Background: an optimization exercise with open tools, aiming at small area. Do not read the settings as production practice.
Only the layout flow was run in this run; the RTL was not checked for function there.

==> flow/design.v <==
`timescale 100ps / 100ps
module sort_pe #(
    parameter DATA_WIDTH = 4,
    parameter INDEX_WIDTH = 9
    )(
    input clk,
    input rst_n,
    input i_valid,
    input [DATA_WIDTH-1:0] i_data,
    input [(INDEX_WIDTH+1)-1:0] i_index,
    input i_clear,
    output reg o_valid,
    output reg [DATA_WIDTH-1:0] o_shift_data,
    output reg [(INDEX_WIDTH+1)-1:0] o_shift_index,
    output [DATA_WIDTH-1:0] o_data,
    output [INDEX_WIDTH-1:0] o_index
    );
    localparam signed [DATA_WIDTH-1:0] BOUNDARY = -7;  
    reg [DATA_WIDTH-1:0] r_data;  
    reg [(INDEX_WIDTH+1)-1:0] r_index;
    always @(posedge clk or negedge rst_n) begin
        if(rst_n == 1'b0) begin
            o_valid <= 'b0;
        end
        else begin
            o_valid <= i_valid;
        end
    end
    always @(posedge clk or negedge rst_n) begin
        if(rst_n == 1'b0) begin
            r_data <= BOUNDARY;  
            r_index <= {(INDEX_WIDTH+1){1'b1}};
            o_shift_data <= 'b0;
            o_shift_index <= 'b0;
        end
        else if(i_clear) begin
            r_data <= BOUNDARY;  
            r_index <= {(INDEX_WIDTH+1){1'b1}};
            o_shift_data <= 'b0;
            o_shift_index <= 'b0;
        end
        else if(i_valid & ($signed(i_data) > $signed(r_data))) begin
            r_data <= i_data;
            r_index <= i_index;
            o_shift_data <= r_data;
            o_shift_index <= r_index;
        end
        else if(i_valid) begin
            r_data <= r_data;
            r_index <= r_index;
            o_shift_data <= i_data;
            o_shift_index <= i_index;
        end
    end
    assign o_data = r_data;
    assign o_index = r_index[INDEX_WIDTH-1:0];
endmodule
`timescale 100ps / 100ps
module insert_sort #(
    parameter K_NUMBER = 32,
    parameter BLOCK_NUMBER = 16,
    parameter LOG2_BLOCK_NUMBER = 4,
    parameter LOG2_WIDTH = 5,
    parameter DATA_WIDTH = 4,
    parameter INDEX_WIDTH = 9
    )(
    input clk,
    input rst_n,
    input i_valid,
    input [DATA_WIDTH-1:0] i_data,
    input [INDEX_WIDTH-1:0] i_index,
    input i_clear,
    input i_last_block,
    output o_valid,
    output [DATA_WIDTH*K_NUMBER-1:0] o_sorted_data,
    output [INDEX_WIDTH*K_NUMBER-1:0] o_sorted_index,
    output reg [BLOCK_NUMBER*(LOG2_WIDTH+1)-1:0] o_row_block_count,
    output reg o_count_valid
    );
    wire [DATA_WIDTH-1:0] w_data [0:K_NUMBER-1];
    wire [(INDEX_WIDTH+1)-1:0] w_index [0:K_NUMBER-1];
    wire [K_NUMBER-1:0] w_valid;
    genvar i;
    generate 
        for(i = 0; i < K_NUMBER; i = i + 1) begin
            if(i == 0) begin
                sort_pe #(
                    .DATA_WIDTH(DATA_WIDTH),
                    .INDEX_WIDTH(INDEX_WIDTH)
                    ) U_sort_pe(
                    .clk(clk),
                    .rst_n(rst_n),
                    .i_valid(i_valid),
                    .i_data(i_data),
                    .i_index({1'b0,i_index}),
                    .i_clear(i_clear),
                    .o_valid(w_valid[i]),
                    .o_shift_data(w_data[i]),
                    .o_shift_index(w_index[i]),
                    .o_data(o_sorted_data[i*DATA_WIDTH +: DATA_WIDTH]),
                    .o_index(o_sorted_index[i*INDEX_WIDTH +: INDEX_WIDTH])  
                );
            end
            else begin
                sort_pe #(
                    .DATA_WIDTH(DATA_WIDTH),
                    .INDEX_WIDTH(INDEX_WIDTH)
                    ) U_sort_pe(
                    .clk(clk),
                    .rst_n(rst_n),
                    .i_valid(w_valid[i-1]),
                    .i_data(w_data[i-1]),
                    .i_index(w_index[i-1]),
                    .i_clear(i_clear),
                    .o_valid(w_valid[i]),
                    .o_shift_data(w_data[i]),
                    .o_shift_index(w_index[i]),
                    .o_data(o_sorted_data[i*DATA_WIDTH +: DATA_WIDTH]),
                    .o_index(o_sorted_index[i*INDEX_WIDTH +: INDEX_WIDTH])  
                );
            end
        end
    endgenerate
    assign o_valid = i_last_block && w_valid[K_NUMBER-2:0] == 'b0 && w_valid[K_NUMBER-1] == 1'b1;
    always @(posedge clk or negedge rst_n) begin
        if(rst_n == 1'b0) begin
            o_count_valid <= 'b0;
        end
        else begin
            o_count_valid <= o_valid;
        end
    end
    generate
        for(i = 0; i < BLOCK_NUMBER; i = i+1) begin
            always @(posedge clk or negedge rst_n) begin
                if(rst_n == 1'b0) begin
                    o_row_block_count[i*(LOG2_WIDTH+1) +: (LOG2_WIDTH+1)] <= 6'b100000; 
                end
                else if((w_index[K_NUMBER-1][(INDEX_WIDTH+1)-1:(INDEX_WIDTH+1)-1-LOG2_BLOCK_NUMBER] == i) && w_valid[K_NUMBER-1]) begin
                    o_row_block_count[i*(LOG2_WIDTH+1) +: (LOG2_WIDTH+1)] <= o_row_block_count[i*(LOG2_WIDTH+1) +: (LOG2_WIDTH+1)] - 1'b1;
                end
                else if(i_clear) begin  
                    o_row_block_count[i*(LOG2_WIDTH+1) +: (LOG2_WIDTH+1)] <= 6'b100000; 
                end
            end
        end
    endgenerate
endmodule
`timescale 100ps / 100ps
module topk_top (
    input clk,
    input rst_n,
    input i_valid,
    input [7:0] i_data,
    input [8:0] i_index,
    input i_clear,
    input i_last_block,
    output o_valid,
    output [511:0] o_sorted_data,
    output [575:0] o_sorted_index,
    output [95:0] o_row_block_count,
    output o_count_valid
);
    insert_sort #(
        .K_NUMBER(64),
        .BLOCK_NUMBER(16),
        .LOG2_BLOCK_NUMBER(4),
        .LOG2_WIDTH(5),
        .DATA_WIDTH(8),
        .INDEX_WIDTH(9)
    ) u_insert_sort (
        .clk(clk),
        .rst_n(rst_n),
        .i_valid(i_valid),
        .i_data(i_data),
        .i_index(i_index),
        .i_clear(i_clear),
        .i_last_block(i_last_block),
        .o_valid(o_valid),
        .o_sorted_data(o_sorted_data),
        .o_sorted_index(o_sorted_index),
        .o_row_block_count(o_row_block_count),
        .o_count_valid(o_count_valid)
    );
endmodule
==> flow/run.sh <==
#!/bin/bash
# synth_recipe.tcl (not shown) runs the flow's synth.tcl, then flattens the netlist and writes it again
# the make line also repeats each setting of config.mk as NAME=value (left out here)
make -C /OpenROAD-flow-scripts/flow DESIGN_CONFIG=/design/flow/config.mk WORK_HOME=/design/flow/orfs CLKGATE_MAP_FILE= SYNTH_SCRIPT=/design/flow/synth_recipe.tcl finish
==> flow/config.mk <==
export PLATFORM = sky130hd
export DESIGN_NAME = topk_top
export DESIGN_NICKNAME = topk_top
export VERILOG_FILES = /design/flow/design.v
export SDC_FILE = /design/flow/constraint.sdc
export NUM_CORES = 4
export LEC_CHECK = 0
export CAP_MARGIN = 20
export CORE_MARGIN = 2
export CORE_UTILIZATION = 45
export PLACE_DENSITY = 0.6
export SLEW_MARGIN = 20
==> flow/constraint.sdc <==
create_clock -name core_clock -period 6.5 [get_ports {clk}]
set_input_delay 1.3000 -clock core_clock [delete_from_list [all_inputs] [get_ports {clk}]]
set_output_delay 1.3000 -clock core_clock [all_outputs]
set_load 0.01 [all_outputs]
==> impl_metrics.tcl <==
set metrics [dict create \
    vias 93600 \
    setup_tns_ps 0 \
    dieHeight_um 542 \
    finalCritPeriodShare_pct 88.1 \
    syn_to_final_growth_pct 15.3 \
    yosysUniqueCellTypes 54 \
    critPathKind "reg2out" \
    start_util_pct 45.3 \
    critPathRequiredTime_ps 5200 \
    leakage_nw 72.8 \
    first_pass_iters 6 \
    hp-class "in2async" \
    hold_viol_final 0 \
    grt-ovfl-total 0 \
    dp_hpwl_um 282000 \
    synthFlopType "dfrtp_1" \
    yosys.cell_count.top_type "mux2i_1" \
    avgRoutedWirePerCell_um 23.5 \
    gp_congestion 0.892 \
    skew_ps 35.9 \
    drt-total-wl_um 395000 \
    avgSynthCellArea_um2 10.4 \
    netlist_top_cells_count "mux2i_1 (1752), nor2_1 (1417), dfrtp_1 (1412), nand2_1 (1178), dfstp_2 (1040)" \
    synthesis.area_um2 130000 \
    antenna_found_initial 5 \
    crit_top_cell "nor4_1" \
    yosysSeqAreaShare_pct 48.0 \
    critPathMaxFanout 39 \
    drv_slew 0 \
    finalCriticalPeriod_ps 5730 \
    io-pin-count 1208 \
    critPathSlowestCell "nor4_1" \
    yosysTopAreaCellShare_pct 27.1 \
    synthCells 12500 \
    final.setup.worst_slack_ps 772 \
    ir_drop_mv 0.272 \
    ys_seq_elements 2452 \
    path_cells "buf_4, nor4_1, nand2_1, nor4_1, nand3_1, nor4_1, buf_4, clkdlybuf4s50_1" \
    drv_cap 0 \
    port-buffer-count 1207 \
    cp.arrival_ps 4430 \
    htreeDepth 5 \
    grt_usage_pct 26.2 \
    ant_nets 0 \
    post_cts_buffers 0 \
    pre_cts_slack_ps 1080 \
    maxSlewHeadroom_pct 15.7 \
    grt_pass1_vias 92900 \
    worst_pin_slew_ps 1260 \
    die_area_um2 294000 \
    cts_sinks 2452 \
    die_w_um 542 \
    layout-drive-gt1-share_pct 13.8 \
    coreArea_um2 288000 \
    critPathCaptureType "output port" \
    setup_violations 0 \
    clockBufferDepth 4 \
    path_clk_slew_ps 60 \
    total_power_mw 44.1 \
    async_flop_share_pct 100 \
    rsz0062_at_grt "false" \
    start_kind "register" \
    max_freq_mhz 175 \
    drt_first_iter_violations 5877 \
    yosys-top-cells-area "dfrtp_1 (27%), dfstp_2 (21%), mux2i_1 (13%), ha_1 (5.1%), nor2_1 (4.1%)" \
    power.density_nw_per_um2 293 \
    cts_resized 0 \
    clock-root-buffer "clkbuf_16" \
    grt_pass1_wl_um 595000 \
    synth_top_cell_by_area "dfrtp_1" \
    drc 0 \
    yosysWarnings 2 \
    tritoncts "built" \
    numCtsBuffers 285 \
    via_per_inst 5.57 \
    cts-hold-fix-buffers 0 \
    syn_nets 13100 \
    synth-edff-count 0 \
    clock_latency_ps 910 \
    grt_start_max_net_pins 183 \
    final_net_count 13300 \
    status "no timing/DRC/antenna violations" \
    row_count 197 \
    critPathMaxStageDelay_ps 730 \
]
## state kept, by name, indices dropped and copies added (netlist names)
signal / flops
u_insert_sort.genblk1.genblk1.U_sort_pe.r_data: 512
u_insert_sort.o_count_valid: 1
u_insert_sort.o_row_block_count: 96
u_insert_sort.genblk1.genblk1.U_sort_pe.o_shift_data: 504
u_insert_sort.genblk1.genblk1.U_sort_pe.o_shift_index: 635
u_insert_sort.genblk1.genblk1.U_sort_pe.o_valid: 64
u_insert_sort.genblk1.genblk1.U_sort_pe.r_index: 640
## final timing paths
check / to / slack (ps) / cells past startpoint
setup / recovery: o_valid / 770 / 8
hold / removal: async pin / 340 / 1
setup reg to reg: register / 3020 / 9
hold reg to reg: register / 460 / 2
max in group asynchronous: async pin / 4440 / 3
min in group core_clock: register / 460 / 2
## layer usage
layer	GRT usage, %	vias up	wire length, um
met5	0	-	0
met2	42.1	2086	183000
met3	6.99	598	27900
li1	-	43800	-
met1	32.7	47100	163000
met4	12.7	0	21000
## critical path: cells and delay by family, from the launching register on
| family | cells | cell delay, ps |
|---|---|---|
| and+or+nand+nor | 5 | 2160 |
| DFF | 1 | 350 |
| buffers and inverters | 3 | 1010 |
## cell families (layout without fill, tap and decap cells)
logic type	Yosys count	after routing	share of synthesized area (%)
muxes	1777	1777	13.7
xor gates and xnor gates	24	24	0.161
AOI/OAI and AO/OA	1424	1424	7.62
adders and majority gates	528	528	5.07
and+or+nand+nor	4207	4207	16.5
buffers and inverters	2118	2624	8.94
other	0	1	0
DFF	2452	2452	48.0
## placed cells by master, fill, tap and decap left out, types with 474 or more instances in the layout
cell and n:
mux2i_1 1752, clkdlybuf4s50_1 1205, ha_1 528, nor2_1 1417
nand2_1 1178, dfstp_2 1040, nor3b_1 474, a211oi_1 704
dfrtp_1 1400, inv_1 693
## through the flow
stage          cells  instance area [um^2]  utilization, %  hold slack (ps)
3_5_place_dp   16300                141000            48.9              454
3_3_place_gp   16300                141000            48.9              469
4_1_cts        16800                150000            52.2              325
6_report       16800                150000            52.2              341
2_1_floorplan  12500                130000               -              366
5_1_grt        16800                150000            52.2              354
## report_power, final
part	switching [mW]	internal (mW)
combinational	4.99	3.98
clock	6.77	9.69
sequential	1.53	17.2
total	13.3	30.8
## final cells by class
type                       count  area, um^2
multi-input combinational   7960       56800
timing repair buffer        1405       14000
clock buffer                 431        8370
fill                       25400      138000
inverter                     694        2610
antenna                        1        2.50
tap                         3781        4730
sequential                  2452       62700
clock inverter                94        1190

separate check: timing with driven ports:
The results above use ideal ports. As a check the final layout listed here was re-extracted and re-timed, cells and wires unchanged.
Step 1: set_driving_cell puts a clkbuf_16 on clk and a buf_2 on each other input, an assumption about the parent block.
Step 2 also shifts input and output timing later by t, the mid clock arrival at the registers, as if the neighbouring blocks saw the same clock.
a / b / c = no drivers / after step 1 / after step 2; a / b = the first two.
t, ns: 0.976
slack for setup (ns): 0.772 / 0.689 / 1.152
worst slew at a driven data input, ns: 0.10
After both steps this run still meets setup and hold. For this run, drivers alone change the setup slack by -0.083 ns; drivers and shift together by +0.380 ns.
